Source: an optimization exercise on an open RTL-to-GDS flow (aim: small area and a short achievable clock period). Production flows keep margins and buffers that such runs may drop. Where RTL was checked, it was by simulation tests only, not by an equivalence proof against the original. The RTL of run 1 was laid out without a check of its function.

`flow/run.sh`:
```
#!/bin/bash
# synth_recipe.tcl (not shown) runs the flow's synth.tcl, then flattens the netlist and writes it again
# the make line also repeats each setting of config.mk as NAME=value (left out here)
make -C /OpenROAD-flow-scripts/flow DESIGN_CONFIG=/design/flow/config.mk WORK_HOME=/design/flow/orfs CLKGATE_MAP_FILE= SYNTH_SCRIPT=/design/flow/synth_recipe.tcl finish
```
`flow/config.mk`:
```
export PLATFORM = sky130hd
export DESIGN_NAME = Butterfly_Unit
export DESIGN_NICKNAME = Butterfly_Unit
export VERILOG_FILES = /design/flow/design.v
export SDC_FILE = /design/flow/constraint.sdc
export NUM_CORES = 4
export LEC_CHECK = 0
export CAP_MARGIN = 20
export CORE_MARGIN = 2
export CORE_UTILIZATION = 40
export SETUP_SLACK_MARGIN = 3.5
export SLEW_MARGIN = 20
```
`flow/constraint.sdc`:
```
create_clock -name core_clock -period 6.5 [get_ports {clk}]
set_input_delay 1.3000 -clock core_clock [delete_from_list [all_inputs] [get_ports {clk}]]
set_output_delay 1.3000 -clock core_clock [all_outputs]
set_load 0.01 [all_outputs]
```
`flow/design.v`:
```
module Mul12_CS (
    input  [11:0] a,
    input  [11:0] b,
    output [23:0] x,
    output [23:0] y
);
    wire s1, c1, s2, c2, s3, c3, s4, c4, s5, c5, s6, c6, s7, c7, s8, c8;
    wire s9, c9, s10, c10, s11, c11, s12, c12, s13, c13, s14, c14, s15, c15, s16, c16;
    wire s17, c17, s18, c18, s19, c19, s20, c20, s21, c21, s22, c22, s23, c23, s24, c24;
    wire s25, c25, s26, c26, s27, c27, s28, c28, s29, c29, s30, c30, s31, c31, s32, c32;
    wire s33, c33, s34, c34, s35, c35, s36, c36, s37, c37, s38, c38, s39, c39, s40, c40;
    wire s41, c41, s42, c42, s43, c43, s44, c44, s45, c45, s46, c46, s47, c47, s48, c48;
    wire s49, c49, s50, c50, s51, c51, s52, c52, s53, c53, s54, c54, s55, c55, s56, c56;
    wire s57, c57, s58, c58, s59, c59, s60, c60, s61, c61, s62, c62, s63, c63, s64, c64;
    wire s65, c65, s66, c66, s67, c67, s68, c68, s69, c69, s70, c70, s71, c71, s72, c72;
    wire s73, c73, s74, c74, s75, c75, s76, c76, s77, c77, s78, c78, s79, c79, s80, c80;
    wire s81, c81, s82, c82, s83, c83, s84, c84, s85, c85, s86, c86, s87, c87, s88, c88;
    wire s89, c89, s90, c90, s91, c91, s92, c92, s93, c93, s94, c94, s95, c95, s96, c96;
    wire s97, c97, s98, c98, s99, c99, s100, c100, s101, c101, s102, c102, s103, c103, s104, c104;
    wire s105, c105, s106, c106, s107, c107, s108, c108, s109, c109, s110, c110;
    assign s1 = (a[0] & b[9]) ^ (a[1] & b[8]);
    assign c1 = (a[0] & b[9]) & (a[1] & b[8]);
    assign s2 = (a[0] & b[10]) ^ (a[1] & b[9]) ^ (a[2] & b[8]);
    assign c2 = ((a[0] & b[10]) & (a[1] & b[9])) | ((a[0] & b[10]) & (a[2] & b[8])) | ((a[1] & b[9]) & (a[2] & b[8]));
    assign s3 = (a[3] & b[7]) ^ (a[4] & b[6]);
    assign c3 = (a[3] & b[7]) & (a[4] & b[6]);
    assign s4 = (a[0] & b[11]) ^ (a[1] & b[10]) ^ (a[2] & b[9]);
    assign c4 = ((a[0] & b[11]) & (a[1] & b[10])) | ((a[0] & b[11]) & (a[2] & b[9])) | ((a[1] & b[10]) & (a[2] & b[9]));
    assign s5 = (a[3] & b[8]) ^ (a[4] & b[7]) ^ (a[5] & b[6]);
    assign c5 = ((a[3] & b[8]) & (a[4] & b[7])) | ((a[3] & b[8]) & (a[5] & b[6])) | ((a[4] & b[7]) & (a[5] & b[6]));
    assign s6 = (a[6] & b[5]) ^ (a[7] & b[4]);
    assign c6 = (a[6] & b[5]) & (a[7] & b[4]);
    assign s7 = (a[1] & b[11]) ^ (a[2] & b[10]) ^ (a[3] & b[9]);
    assign c7 = ((a[1] & b[11]) & (a[2] & b[10])) | ((a[1] & b[11]) & (a[3] & b[9])) | ((a[2] & b[10]) & (a[3] & b[9]));
    assign s8 = (a[4] & b[8]) ^ (a[5] & b[7]) ^ (a[6] & b[6]);
    assign c8 = ((a[4] & b[8]) & (a[5] & b[7])) | ((a[4] & b[8]) & (a[6] & b[6])) | ((a[5] & b[7]) & (a[6] & b[6]));
    assign s9 = (a[7] & b[5]) ^ (a[8] & b[4]);
    assign c9 = (a[7] & b[5]) & (a[8] & b[4]);
    assign s10 = (a[2] & b[11]) ^ (a[3] & b[10]) ^ (a[4] & b[9]);
    assign c10 = ((a[2] & b[11]) & (a[3] & b[10])) | ((a[2] & b[11]) & (a[4] & b[9])) | ((a[3] & b[10]) & (a[4] & b[9]));
    assign s11 = (a[5] & b[8]) ^ (a[6] & b[7]) ^ (a[7] & b[6]);
    assign c11 = ((a[5] & b[8]) & (a[6] & b[7])) | ((a[5] & b[8]) & (a[7] & b[6])) | ((a[6] & b[7]) & (a[7] & b[6]));
    assign s12 = (a[3] & b[11]) ^ (a[4] & b[10]) ^ (a[5] & b[9]);
    assign c12 = ((a[3] & b[11]) & (a[4] & b[10])) | ((a[3] & b[11]) & (a[5] & b[9])) | ((a[4] & b[10]) & (a[5] & b[9]));
    assign s13 = (a[0] & b[6]) ^ (a[1] & b[5]);
    assign c13 = (a[0] & b[6]) & (a[1] & b[5]);
    assign s14 = (a[0] & b[7]) ^ (a[1] & b[6]) ^ (a[2] & b[5]);
    assign c14 = ((a[0] & b[7]) & (a[1] & b[6])) | ((a[0] & b[7]) & (a[2] & b[5])) | ((a[1] & b[6]) & (a[2] & b[5]));
    assign s15 = (a[3] & b[4]) ^ (a[4] & b[3]);
    assign c15 = (a[3] & b[4]) & (a[4] & b[3]);
    assign s16 = (a[0] & b[8]) ^ (a[1] & b[7]) ^ (a[2] & b[6]);
    assign c16 = ((a[0] & b[8]) & (a[1] & b[7])) | ((a[0] & b[8]) & (a[2] & b[6])) | ((a[1] & b[7]) & (a[2] & b[6]));
    assign s17 = (a[3] & b[5]) ^ (a[4] & b[4]) ^ (a[5] & b[3]);
    assign c17 = ((a[3] & b[5]) & (a[4] & b[4])) | ((a[3] & b[5]) & (a[5] & b[3])) | ((a[4] & b[4]) & (a[5] & b[3]));
    assign s18 = (a[6] & b[2]) ^ (a[7] & b[1]);
    assign c18 = (a[6] & b[2]) & (a[7] & b[1]);
    assign s19 = s1 ^ (a[2] & b[7]) ^ (a[3] & b[6]);
    assign c19 = (s1 & (a[2] & b[7])) | (s1 & (a[3] & b[6])) | ((a[2] & b[7]) & (a[3] & b[6]));
    assign s20 = (a[4] & b[5]) ^ (a[5] & b[4]) ^ (a[6] & b[3]);
    assign c20 = ((a[4] & b[5]) & (a[5] & b[4])) | ((a[4] & b[5]) & (a[6] & b[3])) | ((a[5] & b[4]) & (a[6] & b[3]));
    assign s21 = (a[7] & b[2]) ^ (a[8] & b[1]) ^ (a[9] & b[0]);
    assign c21 = ((a[7] & b[2]) & (a[8] & b[1])) | ((a[7] & b[2]) & (a[9] & b[0])) | ((a[8] & b[1]) & (a[9] & b[0]));
    assign s22 = s2 ^ s3 ^ (a[5] & b[5]);
    assign c22 = (s2 & s3) | (s2 & (a[5] & b[5])) | (s3 & (a[5] & b[5]));
    assign s23 = (a[6] & b[4]) ^ (a[7] & b[3]) ^ (a[8] & b[2]);
    assign c23 = ((a[6] & b[4]) & (a[7] & b[3])) | ((a[6] & b[4]) & (a[8] & b[2])) | ((a[7] & b[3]) & (a[8] & b[2]));
    assign s24 = (a[9] & b[1]) ^ (a[10] & b[0]) ^ c1;
    assign c24 = ((a[9] & b[1]) & (a[10] & b[0])) | ((a[9] & b[1]) & c1) | ((a[10] & b[0]) & c1);
    assign s25 = s4 ^ s5 ^ s6;
    assign c25 = (s4 & s5) | (s4 & s6) | (s5 & s6);
    assign s26 = (a[8] & b[3]) ^ (a[9] & b[2]) ^ (a[10] & b[1]);
    assign c26 = ((a[8] & b[3]) & (a[9] & b[2])) | ((a[8] & b[3]) & (a[10] & b[1])) | ((a[9] & b[2]) & (a[10] & b[1]));
    assign s27 = (a[11] & b[0]) ^ c2 ^ c3;
    assign c27 = ((a[11] & b[0]) & c2) | ((a[11] & b[0]) & c3) | (c2 & c3);
    assign s28 = s7 ^ s8 ^ s9;
    assign c28 = (s7 & s8) | (s7 & s9) | (s8 & s9);
    assign s29 = (a[9] & b[3]) ^ (a[10] & b[2]) ^ (a[11] & b[1]);
    assign c29 = ((a[9] & b[3]) & (a[10] & b[2])) | ((a[9] & b[3]) & (a[11] & b[1])) | ((a[10] & b[2]) & (a[11] & b[1]));
    assign s30 = c4 ^ c5 ^ c6;
    assign c30 = (c4 & c5) | (c4 & c6) | (c5 & c6);
    assign s31 = s10 ^ s11 ^ (a[8] & b[5]);
    assign c31 = (s10 & s11) | (s10 & (a[8] & b[5])) | (s11 & (a[8] & b[5]));
    assign s32 = (a[9] & b[4]) ^ (a[10] & b[3]) ^ (a[11] & b[2]);
    assign c32 = ((a[9] & b[4]) & (a[10] & b[3])) | ((a[9] & b[4]) & (a[11] & b[2])) | ((a[10] & b[3]) & (a[11] & b[2]));
    assign s33 = c7 ^ c8 ^ c9;
    assign c33 = (c7 & c8) | (c7 & c9) | (c8 & c9);
    assign s34 = s12 ^ (a[6] & b[8]) ^ (a[7] & b[7]);
    assign c34 = (s12 & (a[6] & b[8])) | (s12 & (a[7] & b[7])) | ((a[6] & b[8]) & (a[7] & b[7]));
    assign s35 = (a[8] & b[6]) ^ (a[9] & b[5]) ^ (a[10] & b[4]);
    assign c35 = ((a[8] & b[6]) & (a[9] & b[5])) | ((a[8] & b[6]) & (a[10] & b[4])) | ((a[9] & b[5]) & (a[10] & b[4]));
    assign s36 = (a[11] & b[3]) ^ c10 ^ c11;
    assign c36 = ((a[11] & b[3]) & c10) | ((a[11] & b[3]) & c11) | (c10 & c11);
    assign s37 = (a[4] & b[11]) ^ (a[5] & b[10]) ^ (a[6] & b[9]);
    assign c37 = ((a[4] & b[11]) & (a[5] & b[10])) | ((a[4] & b[11]) & (a[6] & b[9])) | ((a[5] & b[10]) & (a[6] & b[9]));
    assign s38 = (a[7] & b[8]) ^ (a[8] & b[7]) ^ (a[9] & b[6]);
    assign c38 = ((a[7] & b[8]) & (a[8] & b[7])) | ((a[7] & b[8]) & (a[9] & b[6])) | ((a[8] & b[7]) & (a[9] & b[6]));
    assign s39 = (a[10] & b[5]) ^ (a[11] & b[4]) ^ c12;
    assign c39 = ((a[10] & b[5]) & (a[11] & b[4])) | ((a[10] & b[5]) & c12) | ((a[11] & b[4]) & c12);
    assign s40 = (a[5] & b[11]) ^ (a[6] & b[10]) ^ (a[7] & b[9]);
    assign c40 = ((a[5] & b[11]) & (a[6] & b[10])) | ((a[5] & b[11]) & (a[7] & b[9])) | ((a[6] & b[10]) & (a[7] & b[9]));
    assign s41 = (a[8] & b[8]) ^ (a[9] & b[7]) ^ (a[10] & b[6]);
    assign c41 = ((a[8] & b[8]) & (a[9] & b[7])) | ((a[8] & b[8]) & (a[10] & b[6])) | ((a[9] & b[7]) & (a[10] & b[6]));
    assign s42 = (a[6] & b[11]) ^ (a[7] & b[10]) ^ (a[8] & b[9]);
    assign c42 = ((a[6] & b[11]) & (a[7] & b[10])) | ((a[6] & b[11]) & (a[8] & b[9])) | ((a[7] & b[10]) & (a[8] & b[9]));
    assign s43 = (a[0] & b[4]) ^ (a[1] & b[3]);
    assign c43 = (a[0] & b[4]) & (a[1] & b[3]);
    assign s44 = (a[0] & b[5]) ^ (a[1] & b[4]) ^ (a[2] & b[3]);
    assign c44 = ((a[0] & b[5]) & (a[1] & b[4])) | ((a[0] & b[5]) & (a[2] & b[3])) | ((a[1] & b[4]) & (a[2] & b[3]));
    assign s45 = (a[3] & b[2]) ^ (a[4] & b[1]);
    assign c45 = (a[3] & b[2]) & (a[4] & b[1]);
    assign s46 = s13 ^ (a[2] & b[4]) ^ (a[3] & b[3]);
    assign c46 = (s13 & (a[2] & b[4])) | (s13 & (a[3] & b[3])) | ((a[2] & b[4]) & (a[3] & b[3]));
    assign s47 = (a[4] & b[2]) ^ (a[5] & b[1]) ^ (a[6] & b[0]);
    assign c47 = ((a[4] & b[2]) & (a[5] & b[1])) | ((a[4] & b[2]) & (a[6] & b[0])) | ((a[5] & b[1]) & (a[6] & b[0]));
    assign s48 = s14 ^ s15 ^ (a[5] & b[2]);
    assign c48 = (s14 & s15) | (s14 & (a[5] & b[2])) | (s15 & (a[5] & b[2]));
    assign s49 = (a[6] & b[1]) ^ (a[7] & b[0]) ^ c13;
    assign c49 = ((a[6] & b[1]) & (a[7] & b[0])) | ((a[6] & b[1]) & c13) | ((a[7] & b[0]) & c13);
    assign s50 = s16 ^ s17 ^ s18;
    assign c50 = (s16 & s17) | (s16 & s18) | (s17 & s18);
    assign s51 = (a[8] & b[0]) ^ c14 ^ c15;
    assign c51 = ((a[8] & b[0]) & c14) | ((a[8] & b[0]) & c15) | (c14 & c15);
    assign s52 = s19 ^ s20 ^ s21;
    assign c52 = (s19 & s20) | (s19 & s21) | (s20 & s21);
    assign s53 = c16 ^ c17 ^ c18;
    assign c53 = (c16 & c17) | (c16 & c18) | (c17 & c18);
    assign s54 = s22 ^ s23 ^ s24;
    assign c54 = (s22 & s23) | (s22 & s24) | (s23 & s24);
    assign s55 = c19 ^ c20 ^ c21;
    assign c55 = (c19 & c20) | (c19 & c21) | (c20 & c21);
    assign s56 = s25 ^ s26 ^ s27;
    assign c56 = (s25 & s26) | (s25 & s27) | (s26 & s27);
    assign s57 = c22 ^ c23 ^ c24;
    assign c57 = (c22 & c23) | (c22 & c24) | (c23 & c24);
    assign s58 = s28 ^ s29 ^ s30;
    assign c58 = (s28 & s29) | (s28 & s30) | (s29 & s30);
    assign s59 = c25 ^ c26 ^ c27;
    assign c59 = (c25 & c26) | (c25 & c27) | (c26 & c27);
    assign s60 = s31 ^ s32 ^ s33;
    assign c60 = (s31 & s32) | (s31 & s33) | (s32 & s33);
    assign s61 = c28 ^ c29 ^ c30;
    assign c61 = (c28 & c29) | (c28 & c30) | (c29 & c30);
    assign s62 = s34 ^ s35 ^ s36;
    assign c62 = (s34 & s35) | (s34 & s36) | (s35 & s36);
    assign s63 = c31 ^ c32 ^ c33;
    assign c63 = (c31 & c32) | (c31 & c33) | (c32 & c33);
    assign s64 = s37 ^ s38 ^ s39;
    assign c64 = (s37 & s38) | (s37 & s39) | (s38 & s39);
    assign s65 = c34 ^ c35 ^ c36;
    assign c65 = (c34 & c35) | (c34 & c36) | (c35 & c36);
    assign s66 = s40 ^ s41 ^ (a[11] & b[5]);
    assign c66 = (s40 & s41) | (s40 & (a[11] & b[5])) | (s41 & (a[11] & b[5]));
    assign s67 = c37 ^ c38 ^ c39;
    assign c67 = (c37 & c38) | (c37 & c39) | (c38 & c39);
    assign s68 = s42 ^ (a[9] & b[8]) ^ (a[10] & b[7]);
    assign c68 = (s42 & (a[9] & b[8])) | (s42 & (a[10] & b[7])) | ((a[9] & b[8]) & (a[10] & b[7]));
    assign s69 = (a[11] & b[6]) ^ c40 ^ c41;
    assign c69 = ((a[11] & b[6]) & c40) | ((a[11] & b[6]) & c41) | (c40 & c41);
    assign s70 = (a[7] & b[11]) ^ (a[8] & b[10]) ^ (a[9] & b[9]);
    assign c70 = ((a[7] & b[11]) & (a[8] & b[10])) | ((a[7] & b[11]) & (a[9] & b[9])) | ((a[8] & b[10]) & (a[9] & b[9]));
    assign s71 = (a[10] & b[8]) ^ (a[11] & b[7]) ^ c42;
    assign c71 = ((a[10] & b[8]) & (a[11] & b[7])) | ((a[10] & b[8]) & c42) | ((a[11] & b[7]) & c42);
    assign s72 = (a[8] & b[11]) ^ (a[9] & b[10]) ^ (a[10] & b[9]);
    assign c72 = ((a[8] & b[11]) & (a[9] & b[10])) | ((a[8] & b[11]) & (a[10] & b[9])) | ((a[9] & b[10]) & (a[10] & b[9]));
    assign s73 = (a[0] & b[3]) ^ (a[1] & b[2]);
    assign c73 = (a[0] & b[3]) & (a[1] & b[2]);
    assign s74 = s43 ^ (a[2] & b[2]) ^ (a[3] & b[1]);
    assign c74 = (s43 & (a[2] & b[2])) | (s43 & (a[3] & b[1])) | ((a[2] & b[2]) & (a[3] & b[1]));
    assign s75 = s44 ^ s45 ^ (a[5] & b[0]);
    assign c75 = (s44 & s45) | (s44 & (a[5] & b[0])) | (s45 & (a[5] & b[0]));
    assign s76 = s46 ^ s47 ^ c44;
    assign c76 = (s46 & s47) | (s46 & c44) | (s47 & c44);
    assign s77 = s48 ^ s49 ^ c46;
    assign c77 = (s48 & s49) | (s48 & c46) | (s49 & c46);
    assign s78 = s50 ^ s51 ^ c48;
    assign c78 = (s50 & s51) | (s50 & c48) | (s51 & c48);
    assign s79 = s52 ^ s53 ^ c50;
    assign c79 = (s52 & s53) | (s52 & c50) | (s53 & c50);
    assign s80 = s54 ^ s55 ^ c52;
    assign c80 = (s54 & s55) | (s54 & c52) | (s55 & c52);
    assign s81 = s56 ^ s57 ^ c54;
    assign c81 = (s56 & s57) | (s56 & c54) | (s57 & c54);
    assign s82 = s58 ^ s59 ^ c56;
    assign c82 = (s58 & s59) | (s58 & c56) | (s59 & c56);
    assign s83 = s60 ^ s61 ^ c58;
    assign c83 = (s60 & s61) | (s60 & c58) | (s61 & c58);
    assign s84 = s62 ^ s63 ^ c60;
    assign c84 = (s62 & s63) | (s62 & c60) | (s63 & c60);
    assign s85 = s64 ^ s65 ^ c62;
    assign c85 = (s64 & s65) | (s64 & c62) | (s65 & c62);
    assign s86 = s66 ^ s67 ^ c64;
    assign c86 = (s66 & s67) | (s66 & c64) | (s67 & c64);
    assign s87 = s68 ^ s69 ^ c66;
    assign c87 = (s68 & s69) | (s68 & c66) | (s69 & c66);
    assign s88 = s70 ^ s71 ^ c68;
    assign c88 = (s70 & s71) | (s70 & c68) | (s71 & c68);
    assign s89 = s72 ^ (a[11] & b[8]) ^ c70;
    assign c89 = (s72 & (a[11] & b[8])) | (s72 & c70) | ((a[11] & b[8]) & c70);
    assign s90 = (a[9] & b[11]) ^ (a[10] & b[10]) ^ (a[11] & b[9]);
    assign c90 = ((a[9] & b[11]) & (a[10] & b[10])) | ((a[9] & b[11]) & (a[11] & b[9])) | ((a[10] & b[10]) & (a[11] & b[9]));
    assign s91 = (a[0] & b[2]) ^ (a[1] & b[1]);
    assign c91 = (a[0] & b[2]) & (a[1] & b[1]);
    assign s92 = s73 ^ (a[2] & b[1]) ^ (a[3] & b[0]);
    assign c92 = (s73 & (a[2] & b[1])) | (s73 & (a[3] & b[0])) | ((a[2] & b[1]) & (a[3] & b[0]));
    assign s93 = s74 ^ (a[4] & b[0]) ^ c73;
    assign c93 = (s74 & (a[4] & b[0])) | (s74 & c73) | ((a[4] & b[0]) & c73);
    assign s94 = s75 ^ c43 ^ c74;
    assign c94 = (s75 & c43) | (s75 & c74) | (c43 & c74);
    assign s95 = s76 ^ c45 ^ c75;
    assign c95 = (s76 & c45) | (s76 & c75) | (c45 & c75);
    assign s96 = s77 ^ c47 ^ c76;
    assign c96 = (s77 & c47) | (s77 & c76) | (c47 & c76);
    assign s97 = s78 ^ c49 ^ c77;
    assign c97 = (s78 & c49) | (s78 & c77) | (c49 & c77);
    assign s98 = s79 ^ c51 ^ c78;
    assign c98 = (s79 & c51) | (s79 & c78) | (c51 & c78);
    assign s99 = s80 ^ c53 ^ c79;
    assign c99 = (s80 & c53) | (s80 & c79) | (c53 & c79);
    assign s100 = s81 ^ c55 ^ c80;
    assign c100 = (s81 & c55) | (s81 & c80) | (c55 & c80);
    assign s101 = s82 ^ c57 ^ c81;
    assign c101 = (s82 & c57) | (s82 & c81) | (c57 & c81);
    assign s102 = s83 ^ c59 ^ c82;
    assign c102 = (s83 & c59) | (s83 & c82) | (c59 & c82);
    assign s103 = s84 ^ c61 ^ c83;
    assign c103 = (s84 & c61) | (s84 & c83) | (c61 & c83);
    assign s104 = s85 ^ c63 ^ c84;
    assign c104 = (s85 & c63) | (s85 & c84) | (c63 & c84);
    assign s105 = s86 ^ c65 ^ c85;
    assign c105 = (s86 & c65) | (s86 & c85) | (c65 & c85);
    assign s106 = s87 ^ c67 ^ c86;
    assign c106 = (s87 & c67) | (s87 & c86) | (c67 & c86);
    assign s107 = s88 ^ c69 ^ c87;
    assign c107 = (s88 & c69) | (s88 & c87) | (c69 & c87);
    assign s108 = s89 ^ c71 ^ c88;
    assign c108 = (s89 & c71) | (s89 & c88) | (c71 & c88);
    assign s109 = s90 ^ c72 ^ c89;
    assign c109 = (s90 & c72) | (s90 & c89) | (c72 & c89);
    assign s110 = (a[10] & b[11]) ^ (a[11] & b[10]) ^ c90;
    assign c110 = ((a[10] & b[11]) & (a[11] & b[10])) | ((a[10] & b[11]) & c90) | ((a[11] & b[10]) & c90);
    assign x = {1'b0, (a[11] & b[11]), s110, s109, s108, s107, s106, s105, s104, s103, s102, s101, s100, s99, s98, s97, s96, s95, s94, s93, s92, s91, (a[0] & b[1]), (a[0] & b[0])};
    assign y = {1'b0, c110, c109, c108, c107, c106, c105, c104, c103, c102, c101, c100, c99, c98, c97, c96, c95, c94, c93, c92, c91, (a[2] & b[0]), (a[1] & b[0]), 1'b0};
endmodule
module Tab_P12 (input [3:0] h, output [11:0] t);
    assign t[0] = (~h[3] & ~h[2] & ~h[1] & ~h[0]) | (~h[3] & ~h[2] & ~h[1] & h[0]) | (~h[3] & ~h[2] & h[1] & h[0]) | (~h[3] & h[2] & h[1] & ~h[0]) | (h[3] & ~h[2] & ~h[1] & ~h[0]) | (h[3] & ~h[2] & h[1] & h[0]) | (h[3] & h[2] & ~h[1] & h[0]) | (h[3] & h[2] & h[1] & ~h[0]);
    assign t[1] = (~h[3] & ~h[2] & ~h[1] & h[0]) | (~h[3] & ~h[2] & h[1] & ~h[0]) | (~h[3] & h[2] & ~h[1] & h[0]) | (h[3] & ~h[2] & ~h[1] & ~h[0]) | (h[3] & ~h[2] & ~h[1] & h[0]) | (h[3] & ~h[2] & h[1] & h[0]) | (h[3] & h[2] & ~h[1] & ~h[0]) | (h[3] & h[2] & h[1] & ~h[0]) | (h[3] & h[2] & h[1] & h[0]);
    assign t[2] = (~h[3] & ~h[2] & ~h[1] & h[0]) | (~h[3] & ~h[2] & h[1] & ~h[0]) | (~h[3] & ~h[2] & h[1] & h[0]) | (~h[3] & h[2] & ~h[1] & ~h[0]) | (h[3] & ~h[2] & ~h[1] & ~h[0]) | (h[3] & ~h[2] & ~h[1] & h[0]) | (h[3] & ~h[2] & h[1] & ~h[0]) | (h[3] & h[2] & h[1] & ~h[0]) | (h[3] & h[2] & h[1] & h[0]);
    assign t[3] = (~h[3] & ~h[2] & ~h[1] & h[0]) | (~h[3] & ~h[2] & h[1] & ~h[0]) | (~h[3] & ~h[2] & h[1] & h[0]) | (~h[3] & h[2] & ~h[1] & ~h[0]) | (~h[3] & h[2] & ~h[1] & h[0]) | (~h[3] & h[2] & h[1] & ~h[0]) | (~h[3] & h[2] & h[1] & h[0]) | (h[3] & h[2] & h[1] & ~h[0]) | (h[3] & h[2] & h[1] & h[0]);
    assign t[4] = (~h[3] & ~h[2] & ~h[1] & h[0]) | (~h[3] & ~h[2] & h[1] & ~h[0]) | (~h[3] & ~h[2] & h[1] & h[0]) | (~h[3] & h[2] & ~h[1] & ~h[0]) | (~h[3] & h[2] & ~h[1] & h[0]) | (~h[3] & h[2] & h[1] & ~h[0]) | (~h[3] & h[2] & h[1] & h[0]) | (h[3] & ~h[2] & ~h[1] & ~h[0]) | (h[3] & ~h[2] & ~h[1] & h[0]) | (h[3] & ~h[2] & h[1] & ~h[0]) | (h[3] & ~h[2] & h[1] & h[0]) | (h[3] & h[2] & ~h[1] & ~h[0]) | (h[3] & h[2] & ~h[1] & h[0]);
    assign t[5] = (~h[3] & ~h[2] & ~h[1] & h[0]) | (~h[3] & ~h[2] & h[1] & ~h[0]) | (~h[3] & ~h[2] & h[1] & h[0]) | (~h[3] & h[2] & ~h[1] & ~h[0]) | (~h[3] & h[2] & ~h[1] & h[0]) | (~h[3] & h[2] & h[1] & ~h[0]) | (~h[3] & h[2] & h[1] & h[0]) | (h[3] & ~h[2] & ~h[1] & ~h[0]) | (h[3] & ~h[2] & ~h[1] & h[0]) | (h[3] & ~h[2] & h[1] & ~h[0]) | (h[3] & ~h[2] & h[1] & h[0]) | (h[3] & h[2] & ~h[1] & ~h[0]) | (h[3] & h[2] & ~h[1] & h[0]) | (h[3] & h[2] & h[1] & ~h[0]) | (h[3] & h[2] & h[1] & h[0]);
    assign t[6] = (~h[3] & ~h[2] & ~h[1] & h[0]) | (~h[3] & ~h[2] & h[1] & ~h[0]) | (~h[3] & ~h[2] & h[1] & h[0]) | (~h[3] & h[2] & ~h[1] & ~h[0]) | (~h[3] & h[2] & ~h[1] & h[0]) | (~h[3] & h[2] & h[1] & ~h[0]) | (~h[3] & h[2] & h[1] & h[0]) | (h[3] & ~h[2] & ~h[1] & ~h[0]) | (h[3] & ~h[2] & ~h[1] & h[0]) | (h[3] & ~h[2] & h[1] & ~h[0]) | (h[3] & ~h[2] & h[1] & h[0]) | (h[3] & h[2] & ~h[1] & ~h[0]) | (h[3] & h[2] & ~h[1] & h[0]) | (h[3] & h[2] & h[1] & ~h[0]) | (h[3] & h[2] & h[1] & h[0]);
    assign t[7] = (~h[3] & ~h[2] & ~h[1] & h[0]) | (~h[3] & ~h[2] & h[1] & ~h[0]) | (~h[3] & ~h[2] & h[1] & h[0]) | (~h[3] & h[2] & ~h[1] & ~h[0]) | (~h[3] & h[2] & ~h[1] & h[0]) | (~h[3] & h[2] & h[1] & ~h[0]) | (~h[3] & h[2] & h[1] & h[0]) | (h[3] & ~h[2] & ~h[1] & ~h[0]) | (h[3] & ~h[2] & ~h[1] & h[0]) | (h[3] & ~h[2] & h[1] & ~h[0]) | (h[3] & ~h[2] & h[1] & h[0]) | (h[3] & h[2] & ~h[1] & ~h[0]) | (h[3] & h[2] & ~h[1] & h[0]) | (h[3] & h[2] & h[1] & ~h[0]) | (h[3] & h[2] & h[1] & h[0]);
    assign t[8] = (~h[3] & ~h[2] & ~h[1] & ~h[0]) | (~h[3] & ~h[2] & h[1] & ~h[0]) | (~h[3] & h[2] & ~h[1] & ~h[0]) | (~h[3] & h[2] & ~h[1] & h[0]) | (~h[3] & h[2] & h[1] & h[0]) | (h[3] & ~h[2] & ~h[1] & h[0]) | (h[3] & ~h[2] & h[1] & ~h[0]) | (h[3] & h[2] & ~h[1] & ~h[0]) | (h[3] & h[2] & h[1] & h[0]);
    assign t[9] = (~h[3] & ~h[2] & ~h[1] & h[0]) | (~h[3] & h[2] & ~h[1] & ~h[0]) | (~h[3] & h[2] & h[1] & h[0]) | (h[3] & ~h[2] & ~h[1] & ~h[0]) | (h[3] & ~h[2] & h[1] & ~h[0]) | (h[3] & ~h[2] & h[1] & h[0]) | (h[3] & h[2] & h[1] & ~h[0]);
    assign t[10] = (~h[3] & ~h[2] & ~h[1] & ~h[0]) | (~h[3] & ~h[2] & h[1] & ~h[0]) | (~h[3] & h[2] & h[1] & ~h[0]) | (~h[3] & h[2] & h[1] & h[0]) | (h[3] & ~h[2] & ~h[1] & h[0]) | (h[3] & ~h[2] & h[1] & h[0]) | (h[3] & h[2] & ~h[1] & h[0]) | (h[3] & h[2] & h[1] & h[0]);
    assign t[11] = (~h[3] & ~h[2] & ~h[1] & ~h[0]) | (~h[3] & ~h[2] & h[1] & h[0]) | (~h[3] & h[2] & ~h[1] & ~h[0]) | (h[3] & ~h[2] & ~h[1] & ~h[0]) | (h[3] & ~h[2] & ~h[1] & h[0]) | (h[3] & h[2] & ~h[1] & ~h[0]) | (h[3] & h[2] & ~h[1] & h[0]);
endmodule
module Tab_P16 (input [3:0] h, output [11:0] t);
    assign t[0] = (~h[3] & ~h[2] & ~h[1] & h[0]) | (~h[3] & ~h[2] & h[1] & ~h[0]) | (~h[3] & ~h[2] & h[1] & h[0]) | (~h[3] & h[2] & h[1] & h[0]) | (h[3] & ~h[2] & ~h[1] & ~h[0]) | (h[3] & ~h[2] & ~h[1] & h[0]) | (h[3] & h[2] & ~h[1] & h[0]) | (h[3] & h[2] & h[1] & ~h[0]) | (h[3] & h[2] & h[1] & h[0]);
    assign t[1] = (~h[3] & h[2] & ~h[1] & ~h[0]) | (~h[3] & h[2] & ~h[1] & h[0]) | (~h[3] & h[2] & h[1] & ~h[0]) | (~h[3] & h[2] & h[1] & h[0]) | (h[3] & ~h[2] & ~h[1] & ~h[0]) | (h[3] & ~h[2] & ~h[1] & h[0]);
    assign t[2] = (~h[3] & ~h[2] & ~h[1] & h[0]) | (~h[3] & ~h[2] & h[1] & h[0]) | (~h[3] & h[2] & ~h[1] & h[0]) | (~h[3] & h[2] & h[1] & h[0]) | (h[3] & ~h[2] & ~h[1] & h[0]) | (h[3] & ~h[2] & h[1] & ~h[0]) | (h[3] & h[2] & ~h[1] & ~h[0]) | (h[3] & h[2] & h[1] & ~h[0]);
    assign t[3] = (~h[3] & ~h[2] & ~h[1] & h[0]) | (~h[3] & ~h[2] & h[1] & ~h[0]) | (~h[3] & h[2] & ~h[1] & h[0]) | (~h[3] & h[2] & h[1] & ~h[0]) | (h[3] & ~h[2] & ~h[1] & h[0]) | (h[3] & ~h[2] & h[1] & ~h[0]) | (h[3] & ~h[2] & h[1] & h[0]) | (h[3] & h[2] & h[1] & ~h[0]) | (h[3] & h[2] & h[1] & h[0]);
    assign t[4] = (~h[3] & ~h[2] & h[1] & ~h[0]) | (~h[3] & h[2] & ~h[1] & ~h[0]) | (~h[3] & h[2] & ~h[1] & h[0]) | (~h[3] & h[2] & h[1] & h[0]) | (h[3] & ~h[2] & h[1] & ~h[0]) | (h[3] & h[2] & ~h[1] & ~h[0]) | (h[3] & h[2] & h[1] & h[0]);
    assign t[5] = (~h[3] & ~h[2] & ~h[1] & h[0]) | (~h[3] & h[2] & ~h[1] & ~h[0]) | (~h[3] & h[2] & h[1] & h[0]) | (h[3] & ~h[2] & ~h[1] & ~h[0]) | (h[3] & ~h[2] & h[1] & ~h[0]) | (h[3] & ~h[2] & h[1] & h[0]) | (h[3] & h[2] & h[1] & ~h[0]);
    assign t[6] = (~h[3] & ~h[2] & ~h[1] & h[0]) | (~h[3] & ~h[2] & h[1] & ~h[0]) | (~h[3] & ~h[2] & h[1] & h[0]) | (~h[3] & h[2] & h[1] & h[0]) | (h[3] & ~h[2] & ~h[1] & ~h[0]) | (h[3] & ~h[2] & ~h[1] & h[0]) | (h[3] & h[2] & h[1] & ~h[0]) | (h[3] & h[2] & h[1] & h[0]);
    assign t[7] = (~h[3] & ~h[2] & ~h[1] & h[0]) | (~h[3] & ~h[2] & h[1] & ~h[0]) | (~h[3] & ~h[2] & h[1] & h[0]) | (~h[3] & h[2] & ~h[1] & ~h[0]) | (~h[3] & h[2] & ~h[1] & h[0]) | (~h[3] & h[2] & h[1] & ~h[0]) | (h[3] & h[2] & h[1] & ~h[0]) | (h[3] & h[2] & h[1] & h[0]);
    assign t[8] = (~h[3] & h[2] & ~h[1] & ~h[0]) | (~h[3] & h[2] & ~h[1] & h[0]) | (~h[3] & h[2] & h[1] & ~h[0]) | (h[3] & ~h[2] & h[1] & ~h[0]) | (h[3] & ~h[2] & h[1] & h[0]) | (h[3] & h[2] & ~h[1] & ~h[0]) | (h[3] & h[2] & h[1] & ~h[0]) | (h[3] & h[2] & h[1] & h[0]);
    assign t[9] = (~h[3] & h[2] & h[1] & h[0]) | (h[3] & ~h[2] & ~h[1] & ~h[0]) | (h[3] & ~h[2] & ~h[1] & h[0]) | (h[3] & ~h[2] & h[1] & ~h[0]) | (h[3] & ~h[2] & h[1] & h[0]) | (h[3] & h[2] & ~h[1] & ~h[0]) | (h[3] & h[2] & h[1] & ~h[0]) | (h[3] & h[2] & h[1] & h[0]);
    assign t[10] = (~h[3] & ~h[2] & h[1] & ~h[0]) | (~h[3] & h[2] & ~h[1] & h[0]) | (h[3] & ~h[2] & ~h[1] & ~h[0]) | (h[3] & ~h[2] & h[1] & h[0]) | (h[3] & h[2] & ~h[1] & h[0]) | (h[3] & h[2] & h[1] & ~h[0]);
    assign t[11] = (~h[3] & ~h[2] & ~h[1] & h[0]) | (~h[3] & h[2] & ~h[1] & ~h[0]) | (~h[3] & h[2] & h[1] & h[0]) | (h[3] & ~h[2] & h[1] & ~h[0]) | (h[3] & h[2] & ~h[1] & h[0]);
endmodule
module Tab_P20 (input [3:0] h, output [11:0] t);
    assign t[0] = (~h[3] & ~h[2] & ~h[1] & ~h[0]) | (~h[3] & ~h[2] & h[1] & ~h[0]) | (~h[3] & h[2] & ~h[1] & ~h[0]) | (~h[3] & h[2] & h[1] & ~h[0]) | (h[3] & ~h[2] & ~h[1] & ~h[0]) | (h[3] & ~h[2] & h[1] & ~h[0]) | (h[3] & h[2] & ~h[1] & ~h[0]) | (h[3] & h[2] & h[1] & ~h[0]);
    assign t[1] = (~h[3] & ~h[2] & ~h[1] & h[0]) | (~h[3] & ~h[2] & h[1] & ~h[0]) | (~h[3] & h[2] & ~h[1] & h[0]) | (~h[3] & h[2] & h[1] & ~h[0]) | (h[3] & ~h[2] & ~h[1] & h[0]) | (h[3] & ~h[2] & h[1] & ~h[0]) | (h[3] & h[2] & ~h[1] & h[0]) | (h[3] & h[2] & h[1] & ~h[0]);
    assign t[2] = (~h[3] & ~h[2] & ~h[1] & h[0]) | (~h[3] & h[2] & ~h[1] & ~h[0]) | (~h[3] & h[2] & h[1] & ~h[0]) | (~h[3] & h[2] & h[1] & h[0]) | (h[3] & ~h[2] & ~h[1] & h[0]) | (h[3] & h[2] & ~h[1] & ~h[0]) | (h[3] & h[2] & h[1] & ~h[0]) | (h[3] & h[2] & h[1] & h[0]);
    assign t[3] = (~h[3] & ~h[2] & h[1] & ~h[0]) | (~h[3] & h[2] & ~h[1] & h[0]) | (~h[3] & h[2] & h[1] & ~h[0]) | (h[3] & ~h[2] & ~h[1] & ~h[0]) | (h[3] & ~h[2] & ~h[1] & h[0]) | (h[3] & ~h[2] & h[1] & h[0]) | (h[3] & h[2] & ~h[1] & ~h[0]) | (h[3] & h[2] & h[1] & h[0]);
    assign t[4] = (~h[3] & ~h[2] & h[1] & h[0]) | (~h[3] & h[2] & ~h[1] & ~h[0]) | (~h[3] & h[2] & ~h[1] & h[0]) | (~h[3] & h[2] & h[1] & ~h[0]) | (h[3] & ~h[2] & h[1] & ~h[0]) | (h[3] & ~h[2] & h[1] & h[0]) | (h[3] & h[2] & ~h[1] & ~h[0]);
    assign t[5] = (~h[3] & h[2] & h[1] & h[0]) | (h[3] & ~h[2] & ~h[1] & ~h[0]) | (h[3] & ~h[2] & ~h[1] & h[0]) | (h[3] & ~h[2] & h[1] & ~h[0]) | (h[3] & ~h[2] & h[1] & h[0]) | (h[3] & h[2] & ~h[1] & ~h[0]);
    assign t[6] = (~h[3] & ~h[2] & ~h[1] & h[0]) | (~h[3] & ~h[2] & h[1] & h[0]) | (~h[3] & h[2] & ~h[1] & h[0]) | (~h[3] & h[2] & h[1] & h[0]) | (h[3] & ~h[2] & ~h[1] & h[0]) | (h[3] & ~h[2] & h[1] & h[0]) | (h[3] & h[2] & h[1] & ~h[0]);
    assign t[7] = (~h[3] & ~h[2] & ~h[1] & h[0]) | (~h[3] & ~h[2] & h[1] & ~h[0]) | (~h[3] & h[2] & ~h[1] & h[0]) | (~h[3] & h[2] & h[1] & ~h[0]) | (h[3] & ~h[2] & ~h[1] & h[0]) | (h[3] & ~h[2] & h[1] & ~h[0]) | (h[3] & h[2] & h[1] & ~h[0]) | (h[3] & h[2] & h[1] & h[0]);
    assign t[8] = (~h[3] & ~h[2] & ~h[1] & ~h[0]) | (~h[3] & h[2] & ~h[1] & h[0]) | (~h[3] & h[2] & h[1] & ~h[0]) | (~h[3] & h[2] & h[1] & h[0]) | (h[3] & ~h[2] & ~h[1] & ~h[0]) | (h[3] & h[2] & h[1] & ~h[0]) | (h[3] & h[2] & h[1] & h[0]);
    assign t[9] = (~h[3] & h[2] & ~h[1] & h[0]) | (~h[3] & h[2] & h[1] & ~h[0]) | (~h[3] & h[2] & h[1] & h[0]) | (h[3] & ~h[2] & ~h[1] & ~h[0]) | (h[3] & ~h[2] & ~h[1] & h[0]) | (h[3] & ~h[2] & h[1] & ~h[0]) | (h[3] & ~h[2] & h[1] & h[0]) | (h[3] & h[2] & ~h[1] & ~h[0]) | (h[3] & h[2] & ~h[1] & h[0]);
    assign t[10] = (~h[3] & ~h[2] & ~h[1] & ~h[0]) | (~h[3] & ~h[2] & ~h[1] & h[0]) | (~h[3] & ~h[2] & h[1] & ~h[0]) | (~h[3] & ~h[2] & h[1] & h[0]) | (~h[3] & h[2] & ~h[1] & ~h[0]);
    assign t[11] = (~h[3] & ~h[2] & ~h[1] & ~h[0]) | (~h[3] & ~h[2] & ~h[1] & h[0]) | (~h[3] & ~h[2] & h[1] & ~h[0]) | (~h[3] & ~h[2] & h[1] & h[0]) | (~h[3] & h[2] & ~h[1] & ~h[0]) | (~h[3] & h[2] & ~h[1] & h[0]) | (~h[3] & h[2] & h[1] & ~h[0]) | (~h[3] & h[2] & h[1] & h[0]) | (h[3] & ~h[2] & ~h[1] & ~h[0]) | (h[3] & ~h[2] & ~h[1] & h[0]) | (h[3] & ~h[2] & h[1] & ~h[0]) | (h[3] & ~h[2] & h[1] & h[0]) | (h[3] & h[2] & ~h[1] & ~h[0]) | (h[3] & h[2] & ~h[1] & h[0]) | (h[3] & h[2] & h[1] & ~h[0]) | (h[3] & h[2] & h[1] & h[0]);
endmodule
module Tab_F12 (input [2:0] h, output [11:0] t);
    assign t[0] = (~h[2] & ~h[1] & h[0]) | (~h[2] & h[1] & h[0]);
    assign t[1] = (~h[2] & ~h[1] & h[0]) | (~h[2] & h[1] & ~h[0]);
    assign t[2] = (~h[2] & ~h[1] & h[0]) | (~h[2] & h[1] & ~h[0]) | (~h[2] & h[1] & h[0]) | (h[2] & ~h[1] & ~h[0]);
    assign t[3] = (~h[2] & ~h[1] & h[0]) | (~h[2] & h[1] & ~h[0]) | (~h[2] & h[1] & h[0]) | (h[2] & ~h[1] & ~h[0]);
    assign t[4] = (~h[2] & ~h[1] & h[0]) | (~h[2] & h[1] & ~h[0]) | (~h[2] & h[1] & h[0]) | (h[2] & ~h[1] & ~h[0]);
    assign t[5] = (~h[2] & ~h[1] & h[0]) | (~h[2] & h[1] & ~h[0]) | (~h[2] & h[1] & h[0]) | (h[2] & ~h[1] & ~h[0]);
    assign t[6] = (~h[2] & ~h[1] & h[0]) | (~h[2] & h[1] & ~h[0]) | (~h[2] & h[1] & h[0]) | (h[2] & ~h[1] & ~h[0]);
    assign t[7] = (~h[2] & ~h[1] & h[0]) | (~h[2] & h[1] & ~h[0]) | (~h[2] & h[1] & h[0]) | (h[2] & ~h[1] & ~h[0]);
    assign t[8] = (~h[2] & h[1] & ~h[0]) | (h[2] & ~h[1] & ~h[0]);
    assign t[9] = (~h[2] & ~h[1] & h[0]) | (h[2] & ~h[1] & ~h[0]);
    assign t[10] = (~h[2] & h[1] & ~h[0]);
    assign t[11] = (~h[2] & h[1] & h[0]) | (h[2] & ~h[1] & ~h[0]);
endmodule
module CSA #(parameter W = 8) (
    input  [W-1:0] a,
    input  [W-1:0] b,
    input  [W-1:0] c,
    output [W-1:0] s,
    output [W-1:0] y       
);
    wire [W-1:0] maj = (a & b) | (a & c) | (b & c);
    assign s = a ^ b ^ c;
    assign y = {maj[W-2:0], 1'b0};
endmodule
module Butterfly_Unit (
    input clk,
    input reset,
    input [1:0] operation,   
    input valid_in,
    input [11:0] a_in,
    input [11:0] b_in,
    input [11:0] zeta,
    output reg [11:0] a_out,
    output reg [11:0] b_out,
    output reg valid_out
);
    localparam [12:0] Q = 13'd3329;
    wire        intt0 = operation[0];
    wire [12:0] d0    = {1'b0, a_in} - {1'b0, b_in};
    wire [12:0] dq0   = {1'b0, a_in} + {1'b0, ~b_in} + 13'd3330;    
    wire [11:0] m0    = !intt0 ? b_in : (d0[12] ? dq0[11:0] : d0[11:0]);
    wire [12:0] s0    = {1'b0, a_in} + {1'b0, b_in & {12{intt0}}};
    reg [11:0] m1, z1;
    reg [12:0] s1;
    reg [1:0]  op1;
    reg        v1;
    always @(posedge clk) begin
        m1  <= m0;
        s1  <= s0;
        z1  <= zeta;
        op1 <= operation;
    end
    wire [23:0] px1, py1;
    Mul12_CS mul (.a(z1), .b(m1), .x(px1), .y(py1));
    reg [23:0] px2, py2;
    reg [12:0] s2;
    reg [1:0]  op2;
    reg        v2;
    always @(posedge clk) begin
        px2 <= px1;
        py2 <= py1;
        s2  <= s1;
        op2 <= op1;
    end
    wire [11:0] h2 = px2[23:12] + py2[23:12];
    wire [11:0] t0, t1, t2;
    Tab_P12 tab0 (.h(h2[3:0]),  .t(t0));
    Tab_P16 tab1 (.h(h2[7:4]),  .t(t1));
    Tab_P20 tab2 (.h(h2[11:8]), .t(t2));
    wire [14:0] sa, ca, sb, cb, sc, cc;
    CSA #(15) csa_a (.a({3'b000, px2[11:0]}), .b({3'b000, py2[11:0]}), .c({3'b000, t0}), .s(sa), .y(ca));
    CSA #(15) csa_b (.a(sa), .b(ca), .c({3'b000, t1}), .s(sb), .y(cb));
    CSA #(15) csa_c (.a(sb), .b(cb), .c({3'b000, t2}), .s(sc), .y(cc));
    reg [14:0] xs3, xc3;
    reg [12:0] s3;
    reg [1:0]  op3;
    reg        v3;
    always @(posedge clk) begin
        xs3 <= sc;
        xc3 <= cc;
        s3  <= s2;
        op3 <= op2;
    end
    wire [14:0] x3 = xs3 + xc3;           
    wire [11:0] f3;
    Tab_F12 tab3 (.h(x3[14:12]), .t(f3));
    wire [12:0] y3  = {1'b0, x3[11:0]} + {1'b0, f3};              
    wire [13:0] ym3 = {2'b00, x3[11:0]} + {2'b00, f3} - {1'b0, Q};
    wire [11:0] r3  = ym3[13] ? y3[11:0] : ym3[11:0];
    reg [11:0] r4;
    reg [12:0] s4;
    reg [1:0]  op4;
    reg        v4;
    always @(posedge clk) begin
        r4  <= r3;
        s4  <= s3;
        op4 <= op3;
    end
    wire [11:0] rn4 = r4 & {12{~op4[0]}};
    wire [12:0] t4  = s4 + {1'b0, rn4};                            
    wire [13:0] tm4 = {1'b0, s4} + {2'b00, rn4} - {1'b0, Q};
    wire [11:0] ao4 = tm4[13] ? t4[11:0] : tm4[11:0];
    wire [12:0] u4  = {1'b0, s4[11:0]} - {1'b0, r4};
    wire [12:0] uq4 = {1'b0, s4[11:0]} + {1'b0, ~r4} + 13'd3330;    
    wire [11:0] bo4 = op4[0] ? r4 : (u4[12] ? uq4[11:0] : u4[11:0]);
    always @(posedge clk) begin
        a_out <= op4[1] ? 12'd0 : ao4;
        b_out <= op4[1] ? 12'd0 : bo4;
    end
    always @(posedge clk) begin
        if (reset) begin
            v1 <= 1'b0; v2 <= 1'b0; v3 <= 1'b0; v4 <= 1'b0; valid_out <= 1'b0;
        end else begin
            v1 <= valid_in; v2 <= v1; v3 <= v2; v4 <= v3; valid_out <= v4;
        end
    end
endmodule
```
==> run notes, run 1 <==
largest cells by area after synthesis: dfxtp_1 24%, fa_1 20%, ha_1 13%
RSZ-0062 raised after global routing: yes
Post-synth EDFFs: 0
Antenna diodes: 0
Distinct cells, synth: 75
Crit path max-delay family: compound AO/OA/AOI/OAI gates
Max H-tree Level: 4
routed vias: 12270
minimum clock period: 4.355 ns
vias in the first global route: 12770
fin nets: 2292
period utilization: 67.00%
Row Count: 73
f_max: 229.6 MHz
Die Y: 204.3 µm
synthesis-stage register bit count: 196
Most used DFF post-synth: dfxtp_1
Post-Synthesis Cell Area: 16050 µm²
clk sink count: 196
Root Driver: clkbuf_16
worst slew pin tran: 0.5989 ns
ratio of cells with drive above 1 in the final layout: 29.01%
type of origin of the critical path: flip-flop
cts-stage hold buffer count: 0
# IOs: 66
full die area: 41740 µm²
Syn Inst Count: 1748
worst r2r dst: r4[1]
buffers added on ports: 65
Bufs and invs on worst path: 5
final setup vio count: 0
register area share after synthesis: 24.45%
Tot GR Track Use: 19.50%
headroom to the max-slew limit: 59.78%
P&R area growth vs syn: 30.34%
drt initial violations: 615
final WL: 39580 µm
via-per-instance ratio: 4.985
setup slack, reg-to-reg: 2.14 ns
wire per inst: 16.07 µm
CP cell instances: ha_4 > fa_2 > a211oi_4 > o21ai_2 > a221oi_2 > o21ai_2 > buf_4 > nor3b_4 > a221oi_4 > buf_12 > ha_1 > inv_1 > ha_4 > o21a_1 > o21a_1 > a21oi_2 > o21ai_2 > a21boi_1 > buf_6 > buf_4 > mux2i_2
Post-Route Skew: 0.01193 ns
Min-Delay Startpoint: s3[0]
WS Path Type: flip-flop to flip-flop
Hold EP: s4[0]
Fin. Hold Viols: 0
Bufs on Longest Clock Path: 2
final std cells w/o fill: 2462
syn avg cell area: 9.182 µm²
CP max FO: 7
Register-to-Register Path Depth: 21
core box area: 39640 µm²
TritonCTS clock tree: yes
Num CTS Buffers: 17
Clk Latency, worst-skew pair: 0.45 ns
ys async rst share: 0%
worst hold-check path type: flip-flop to flip-flop
most used cell, CP: o21ai_2
Worst EP required: 6.87 ns
Reg2Reg Launch Point: xs3[1]
Detail Route Antenna Nets: 0
status: finished clean
top cell type's share of synthesized area: 24.45%
GPL Wtd Cong: 0.8652
antenna violations before repair: 0
DR DRC count: 0
fin. max-slew vios: 0
Arrival @ worst endpoint: 4.72 ns
Crit. End Element: flip-flop
DPL Wire Length: 28390 µm
CP max stage cell: fa_2
first-pass GRT wire length: 64980 µm
dpl cells: 2291
GR Overflow Total: 0
Initial Utilization: 40.49%
Synth Net Count: 2116
Fin Setup TNS: 0 ns
Worst Hold Depth: 0
Clock Pin Slew Worst Setup and Hold Paths: 0.09 ns
Synth area leader: dfxtp_1
Yosys warning count: 1
largest net degree at the start of global routing: 26
DRT Pass-1 Iters: 5
Die Wd: 204.3 µm
slowest stage delay, CP: 0.36 ns
Max Cap Viol: 0
-- registers in the layout, indices dropped and copies added (netlist names), 2 cells and up --
name / cells
py2: 11
op3: 2
s1: 13
csa_a.b: 11
s3: 13
s4: 13
b_out: 12
s2: 13
z1: 12
px2: 23
m1: 12
a_out: 12
xc3: 13
op4: 2
r4: 12
op2: 2
xs3: 13
op1: 2
-- cell usage in the layout, fill, tap and decap left out, types with 14 or more instances in the layout --
master	count
and2_1	109
xnor2_1	67
fa_2	51
buf_4	99
nand2_1	99
dfxtp_4	17
o21ai_2	17
a21oi_1	67
ha_1	124
fa_1	109
a21o_1	14
clkbuf_16	17
o211ai_1	16
inv_1	223
dfxtp_1	166
xor2_1	27
a21oi_2	17
and2_4	27
clkdlybuf4s50_1	42
o21a_1	17
inv_2	56
nor2b_1	16
nor2_1	78
nand3_1	20
buf_6	33
o21ai_0	32
mux2i_1	20
ha_4	32
-- how the worst max path moves through the flow --
stage	startpoint	to	slack [ns]	cells past startpoint
after floorplan	xc3[1]	r4[1]	2.44	22
after global placement	xc3[1]	r4[6]	1.91	22
after detailed placement	xc3[1]	r4[6]	1.85	22
after CTS	xs3[1]	r4[6]	2.17	22
after global routing	xs3[1]	r4[1]	1.91	23
final	xs3[1]	r4[1]	2.14	21
-- cell usage after synthesis, drive strengths merged, types with 5 or more instances --
| master | number |
|---|---|
| o21a | 18 |
| nand2b | 14 |
| xnor2 | 77 |
| o21ai | 66 |
| a311oi | 5 |
| a31oi | 12 |
| o21bai | 14 |
| ha | 167 |
| a211oi | 17 |
| nor2b | 22 |
| and3 | 5 |
| and2 | 136 |
| buf | 7 |
| a21boi | 8 |
| a21o | 15 |
| nor2 | 92 |
| o211ai | 16 |
| nand3 | 24 |
| xor2 | 32 |
| dfxtp | 196 |
| nor3 | 13 |
| fa | 160 |
| clkbuf | 44 |
| inv | 284 |
| o2111ai | 5 |
| mux2i | 21 |
| o31a | 7 |
| a21oi | 86 |
| a221oi | 11 |
| nand2 | 110 |
| or2 | 6 |
-- per-stage QoR --
step / instance area (µm²) / hold WS (ns) / worst slack [ns] / util (%)
finish: 20920 / 0.3161 / 2.145 / 52.77
global route: 20920 / 0.3243 / 1.910 / 52.77
CTS: 20260 / 0.3195 / 2.166 / 51.12
detailed placement: 17800 / 0.3121 / 1.847 / 44.90
global placement: 17800 / 0.3100 / 1.907 / 44.90
floorplan: 16860 / 0.3096 / 2.444 / -
-- cells by family (layout without fill, tap and decap cells) --
logic type,count (synthesis),after routing,share of synthesized area (%)
muxes,25,25,1.590
adders and majority gates,327,327,32.97
AOI/OAI and AO/OA,311,312,12.85
other,1,1,0.02336
buffers and inverters,335,521,7.905
xor gates and xnor gates,109,111,6.135
and+or+nand+nor,444,444,14.07
DFF,196,196,24.45
-- final cells by class --
class / instances / area, µm²
fill: 3549 / 18720
multi-input combinational: 1220 / 12520
sequential: 196 / 4004
timing repair buffer: 205 / 1997
inverter: 284 / 1084
tap: 525 / 656.9
clock buffer: 17 / 425.4
clock inverter: 15 / 234.0
-- what timing repair did --
item                                    4_1_cts  5_1_grt
resized for setup                           286      153
setup buffers                               106       27
pin swaps                                    90       88
cloned                                        6        0
endpoints found under the setup margin      100       92
endpoints found under the hold margin         0        0
-- metal layers --
metal / part of all wire, % / track usage (%) / vias to the layer above
met2: 50 / 33.80 / 214
li1: - / - / 6005
met3: 2.6 / 2.439 / 46
met1: 46 / 25.36 / 6007
met4: 1.9 / 5.797 / 0
met5: 0 / 0 / -
==> inputs of run 2 (changes only) <==
--- a/flow/design.v
+++ b/flow/design.v
@@ -283,30 +283,19 @@
     assign t[10] = (~h[3] & ~h[2] & ~h[1] & ~h[0]) | (~h[3] & ~h[2] & ~h[1] & h[0]) | (~h[3] & ~h[2] & h[1] & ~h[0]) | (~h[3] & ~h[2] & h[1] & h[0]) | (~h[3] & h[2] & ~h[1] & ~h[0]);
     assign t[11] = (~h[3] & ~h[2] & ~h[1] & ~h[0]) | (~h[3] & ~h[2] & ~h[1] & h[0]) | (~h[3] & ~h[2] & h[1] & ~h[0]) | (~h[3] & ~h[2] & h[1] & h[0]) | (~h[3] & h[2] & ~h[1] & ~h[0]) | (~h[3] & h[2] & ~h[1] & h[0]) | (~h[3] & h[2] & h[1] & ~h[0]) | (~h[3] & h[2] & h[1] & h[0]) | (h[3] & ~h[2] & ~h[1] & ~h[0]) | (h[3] & ~h[2] & ~h[1] & h[0]) | (h[3] & ~h[2] & h[1] & ~h[0]) | (h[3] & ~h[2] & h[1] & h[0]) | (h[3] & h[2] & ~h[1] & ~h[0]) | (h[3] & h[2] & ~h[1] & h[0]) | (h[3] & h[2] & h[1] & ~h[0]) | (h[3] & h[2] & h[1] & h[0]);
 endmodule
-module Tab_F12 (input [2:0] h, output [11:0] t);
-    assign t[0] = (~h[2] & ~h[1] & h[0]) | (~h[2] & h[1] & h[0]);
-    assign t[1] = (~h[2] & ~h[1] & h[0]) | (~h[2] & h[1] & ~h[0]);
-    assign t[2] = (~h[2] & ~h[1] & h[0]) | (~h[2] & h[1] & ~h[0]) | (~h[2] & h[1] & h[0]) | (h[2] & ~h[1] & ~h[0]);
-    assign t[3] = (~h[2] & ~h[1] & h[0]) | (~h[2] & h[1] & ~h[0]) | (~h[2] & h[1] & h[0]) | (h[2] & ~h[1] & ~h[0]);
-    assign t[4] = (~h[2] & ~h[1] & h[0]) | (~h[2] & h[1] & ~h[0]) | (~h[2] & h[1] & h[0]) | (h[2] & ~h[1] & ~h[0]);
-    assign t[5] = (~h[2] & ~h[1] & h[0]) | (~h[2] & h[1] & ~h[0]) | (~h[2] & h[1] & h[0]) | (h[2] & ~h[1] & ~h[0]);
-    assign t[6] = (~h[2] & ~h[1] & h[0]) | (~h[2] & h[1] & ~h[0]) | (~h[2] & h[1] & h[0]) | (h[2] & ~h[1] & ~h[0]);
-    assign t[7] = (~h[2] & ~h[1] & h[0]) | (~h[2] & h[1] & ~h[0]) | (~h[2] & h[1] & h[0]) | (h[2] & ~h[1] & ~h[0]);
-    assign t[8] = (~h[2] & h[1] & ~h[0]) | (h[2] & ~h[1] & ~h[0]);
-    assign t[9] = (~h[2] & ~h[1] & h[0]) | (h[2] & ~h[1] & ~h[0]);
-    assign t[10] = (~h[2] & h[1] & ~h[0]);
-    assign t[11] = (~h[2] & h[1] & h[0]) | (h[2] & ~h[1] & ~h[0]);
-endmodule
-module CSA #(parameter W = 8) (
-    input  [W-1:0] a,
-    input  [W-1:0] b,
-    input  [W-1:0] c,
-    output [W-1:0] s,
-    output [W-1:0] y       
-);
-    wire [W-1:0] maj = (a & b) | (a & c) | (b & c);
-    assign s = a ^ b ^ c;
-    assign y = {maj[W-2:0], 1'b0};
+module Tab_F12 (input [1:0] h, output [11:0] t);
+    assign t[0] = (~h[1] & h[0]) | (h[1] & h[0]);
+    assign t[1] = (~h[1] & h[0]) | (h[1] & ~h[0]);
+    assign t[2] = (~h[1] & h[0]) | (h[1] & ~h[0]) | (h[1] & h[0]);
+    assign t[3] = (~h[1] & h[0]) | (h[1] & ~h[0]) | (h[1] & h[0]);
+    assign t[4] = (~h[1] & h[0]) | (h[1] & ~h[0]) | (h[1] & h[0]);
+    assign t[5] = (~h[1] & h[0]) | (h[1] & ~h[0]) | (h[1] & h[0]);
+    assign t[6] = (~h[1] & h[0]) | (h[1] & ~h[0]) | (h[1] & h[0]);
+    assign t[7] = (~h[1] & h[0]) | (h[1] & ~h[0]) | (h[1] & h[0]);
+    assign t[8] = (h[1] & ~h[0]);
+    assign t[9] = (~h[1] & h[0]);
+    assign t[10] = (h[1] & ~h[0]);
+    assign t[11] = (h[1] & h[0]);
 endmodule
 module Butterfly_Unit (
     input clk,
@@ -338,40 +327,42 @@
     end
     wire [23:0] px1, py1;
     Mul12_CS mul (.a(z1), .b(m1), .x(px1), .y(py1));
-    reg [23:0] px2, py2;
+    wire [23:0] p1 = px1 + py1;
+    reg [23:0] p2;
     reg [12:0] s2;
     reg [1:0]  op2;
     reg        v2;
     always @(posedge clk) begin
-        px2 <= px1;
-        py2 <= py1;
+        p2  <= p1;
         s2  <= s1;
         op2 <= op1;
     end
-    wire [11:0] h2 = px2[23:12] + py2[23:12];
     wire [11:0] t0, t1, t2;
-    Tab_P12 tab0 (.h(h2[3:0]),  .t(t0));
-    Tab_P16 tab1 (.h(h2[7:4]),  .t(t1));
-    Tab_P20 tab2 (.h(h2[11:8]), .t(t2));
-    wire [14:0] sa, ca, sb, cb, sc, cc;
-    CSA #(15) csa_a (.a({3'b000, px2[11:0]}), .b({3'b000, py2[11:0]}), .c({3'b000, t0}), .s(sa), .y(ca));
-    CSA #(15) csa_b (.a(sa), .b(ca), .c({3'b000, t1}), .s(sb), .y(cb));
-    CSA #(15) csa_c (.a(sb), .b(cb), .c({3'b000, t2}), .s(sc), .y(cc));
-    reg [14:0] xs3, xc3;
+    Tab_P12 tab0 (.h(p2[15:12]), .t(t0));
+    Tab_P16 tab1 (.h(p2[19:16]), .t(t1));
+    Tab_P20 tab2 (.h(p2[23:20]), .t(t2));
+    wire [13:0] o1 = {2'b00, p2[11:0]};
+    wire [13:0] o2 = {2'b00, t0};
+    wire [13:0] o3 = {2'b00, t1};
+    wire [13:0] o4 = {2'b00, t2};
+    wire [13:0] cs1 = o1 ^ o2 ^ o3;
+    wire [13:0] cc1 = {(o1[12:0] & o2[12:0]) | (o1[12:0] & o3[12:0]) | (o2[12:0] & o3[12:0]), 1'b0};
+    wire [13:0] cs2 = cs1 ^ cc1 ^ o4;
+    wire [13:0] cc2 = {(cs1[12:0] & cc1[12:0]) | (cs1[12:0] & o4[12:0]) | (cc1[12:0] & o4[12:0]), 1'b0};
+    wire [13:0] x2 = cs2 + cc2;           
+    reg [13:0] x3;
     reg [12:0] s3;
     reg [1:0]  op3;
     reg        v3;
     always @(posedge clk) begin
-        xs3 <= sc;
-        xc3 <= cc;
+        x3  <= x2;
         s3  <= s2;
         op3 <= op2;
     end
-    wire [14:0] x3 = xs3 + xc3;           
-    wire [11:0] f3;
-    Tab_F12 tab3 (.h(x3[14:12]), .t(f3));
-    wire [12:0] y3  = {1'b0, x3[11:0]} + {1'b0, f3};              
-    wire [13:0] ym3 = {2'b00, x3[11:0]} + {2'b00, f3} - {1'b0, Q};
+    wire [11:0] t3;
+    Tab_F12 tab3 (.h(x3[13:12]), .t(t3));
+    wire [12:0] y3  = {1'b0, x3[11:0]} + {1'b0, t3};      
+    wire [13:0] ym3 = {1'b0, y3} - {1'b0, Q};
     wire [11:0] r3  = ym3[13] ? y3[11:0] : ym3[11:0];
     reg [11:0] r4;
     reg [12:0] s4;
@@ -383,8 +374,8 @@
         op4 <= op3;
     end
     wire [11:0] rn4 = r4 & {12{~op4[0]}};
-    wire [12:0] t4  = s4 + {1'b0, rn4};                            
-    wire [13:0] tm4 = {1'b0, s4} + {2'b00, rn4} - {1'b0, Q};
+    wire [12:0] t4  = s4 + {1'b0, rn4};                    
+    wire [13:0] tm4 = {1'b0, t4} - {1'b0, Q};
     wire [11:0] ao4 = tm4[13] ? t4[11:0] : tm4[11:0];
     wire [12:0] u4  = {1'b0, s4[11:0]} - {1'b0, r4};
     wire [12:0] uq4 = {1'b0, s4[11:0]} + {1'b0, ~r4} + 13'd3330;    
--- a/flow/config.mk
+++ b/flow/config.mk
@@ -8,5 +8,5 @@
 export CAP_MARGIN = 20
 export CORE_MARGIN = 2
 export CORE_UTILIZATION = 40
-export SETUP_SLACK_MARGIN = 3.5
+export SETUP_SLACK_MARGIN = 2.5
 export SLEW_MARGIN = 20
==> run 2 against run 1 <==
Still clean on timing, DRC and antenna. Cell area is 17% lower. Sequential cell count is 33 lower. Synthesized cell count is 5.3% lower. Clock skew is 0.00058 ns lower. Critical path depth is 4 lower. Register-to-register slack worse by 0.69 ns. Highest routed layer unchanged.
==> run notes, run 2 <==
status: finished clean
Syn Inst Count: 1655
Tot GR Track Use: 17.82%
Bufs and invs on worst path: 2
headroom to the max-slew limit: 33.28%
worst slew pin tran: 0.9883 ns
Num CTS Buffers: 17
via-per-instance ratio: 5.097
RSZ-0062 raised after global routing: yes
ratio of cells with drive above 1 in the final layout: 13.06%
slowest stage delay, CP: 0.55 ns
Biggest register: p2
fin. max-slew vios: 0
Crit path max-delay family: adder cells
Initial Utilization: 40.50%
cts-stage hold buffer count: 0
Row Count: 70
final WL: 33900 µm
Max Cap Viol: 0
DR DRC count: 0
GR Overflow Total: 0
DPL Wire Length: 26280 µm
Post-Synthesis Cell Area: 14760 µm²
ys async rst share: 0%
worst hold-check path type: flip-flop to flip-flop
Fin Setup TNS: 0 ns
commonest cells after routing, fill and taps aside: 215 x inv_1, 139 x fa_1, 139 x dfxtp_1
largest cells by area after synthesis: dfxtp_1 22%, fa_1 20%, ha_1 12%
Crit. End Element: flip-flop
final std cells w/o fill: 2229
fin nets: 2074
Synth area leader: dfxtp_1
# IOs: 66
Post-Route Skew: 0.01135 ns
Worst EP required: 6.85 ns
antenna violations before repair: 0
largest net degree at the start of global routing: 37
CP max stage cell: fa_1
Bufs on Longest Clock Path: 2
TritonCTS clock tree: yes
period utilization: 77.58%
max reg flops: 24
Largest regs: p2 (24), x3 (14)
final setup vio count: 0
Arrival @ worst endpoint: 5.39 ns
WS Path Type: flip-flop to flip-flop
CP max FO: 6
Max H-tree Level: 4
Root Driver: clkbuf_16
area occupied by multi-input gates: 10850 µm²
core box area: 36430 µm²
cell with the most instances after synthesis: inv_1
Finished Core Util: 47.82%
first-pass GRT wire length: 55410 µm
Antenna diodes: 0
minimum clock period: 5.043 ns
DRT Pass-1 Iters: 5
Post-Place Worst Slack: 1.132 ns
Detail Route Antenna Nets: 0
register area share after synthesis: 22.11%
routed vias: 11360
type of origin of the critical path: flip-flop
wire per inst: 15.21 µm
-- run 2: cell type report --
cell class                 instances  share of cell area [%]
tap                              468                   3.361
multi-input combinational       1212                   62.29
clock inverter                    15                   1.005
inverter                         224                   4.840
sequential                       163                   19.14
timing repair buffer             130                   6.915
clock buffer                      17                   2.441
-- run 2: kinds of logic (layout without fill, tap and decap cells) --
family	after synthesis	after routing	synth area share (%)
AOI/OAI and AO/OA	318	318	14.73
other	1	1	0.02541
adders and majority gates	285	285	31.54
buffers and inverters	280	386	7.190
and+or+nand+nor	490	490	17.16
xor gates and xnor gates	95	95	5.638
DFF	163	163	22.11
muxes	23	23	1.611
-- run 2: path summary, 6_finish.rpt --
path / slack [ns] / start / end / depth (start not counted)
hold reg to reg: 0.32 / s3[1] / s4[1] / 0
hold / removal: 0.32 / s3[1] / s4[1] / 0
setup reg to reg: 1.46 / z1[4] / p2[20] / 17
setup / recovery: 1.46 / z1[4] / p2[20] / 17
-- run 2: repair_timing --
| item | 4_1_cts | 5_1_grt |
|---|---|---|
| endpoints found under the setup margin | 28 | 33 |
| buffers inserted | 51 | 10 |
| pin swaps | 57 | 29 |
| gates resized for setup | 87 | 46 |
-- run 2: routing by layer --
layer	part of all wire [%]	GRT usage, %	vias up	wire length [µm]
li1	-	-	5657	-
met1	47	24.02	5526	15990
met2	49	30.99	157	16770
met3	2.6	2.132	21	874
met4	0.81	3.255	0	275
met5	0	0	-	0
-- run 2: worst register-to-register path: cells and delay by family, from the launching register on --
family,cells,cell delay [ns]
DFF,1,0.37
buffers and inverters,2,0.09
adders and majority gates,6,2.74
xor gates and xnor gates,1,0.15
AOI/OAI and AO/OA,7,1.46
and+or+nand+nor,1,0.16
-- run 2: per-stage QoR --
step,hold slack [ns],area (µm²)
floorplan,0.3096,14930
global placement,0.3097,15930
detailed placement,0.3121,15930
CTS,0.3245,17150
global route,0.3287,17420
finish,0.3215,17420

[re-timing with driven ports]
In the flow no input, the clock included, has a driving cell. The finished layouts below were timed again as built, in two steps. Step 1 (the two cells are an assumption about what drives the block):
set clk [get_ports {clk}]
set_driving_cell -lib_cell sky130_fd_sc_hd__clkbuf_16 $clk
set_driving_cell -lib_cell sky130_fd_sc_hd__buf_2 [delete_from_list [all_inputs] $clk]
Step 2 also shifts input and output timing later by t, the mid clock arrival at the registers, as if the neighbouring blocks saw the same clock. Three values: ideal, step 1, step 2; two values: the first two.
run | t (ns) | setup slack, ns | hold WS [ns] | worst register clock-pin slew, ns
run 1 | 0.501 | 2.145 / 2.145 / 2.145 | 0.316 / 0.316 / 0.316 | 0.09 / 0.09
run 2 | 0.475 | 1.457 / 1.457 / 1.457 | 0.322 / 0.322 / 0.322 | 0.08 / 0.08
After both steps setup and hold are still met in every run listed.
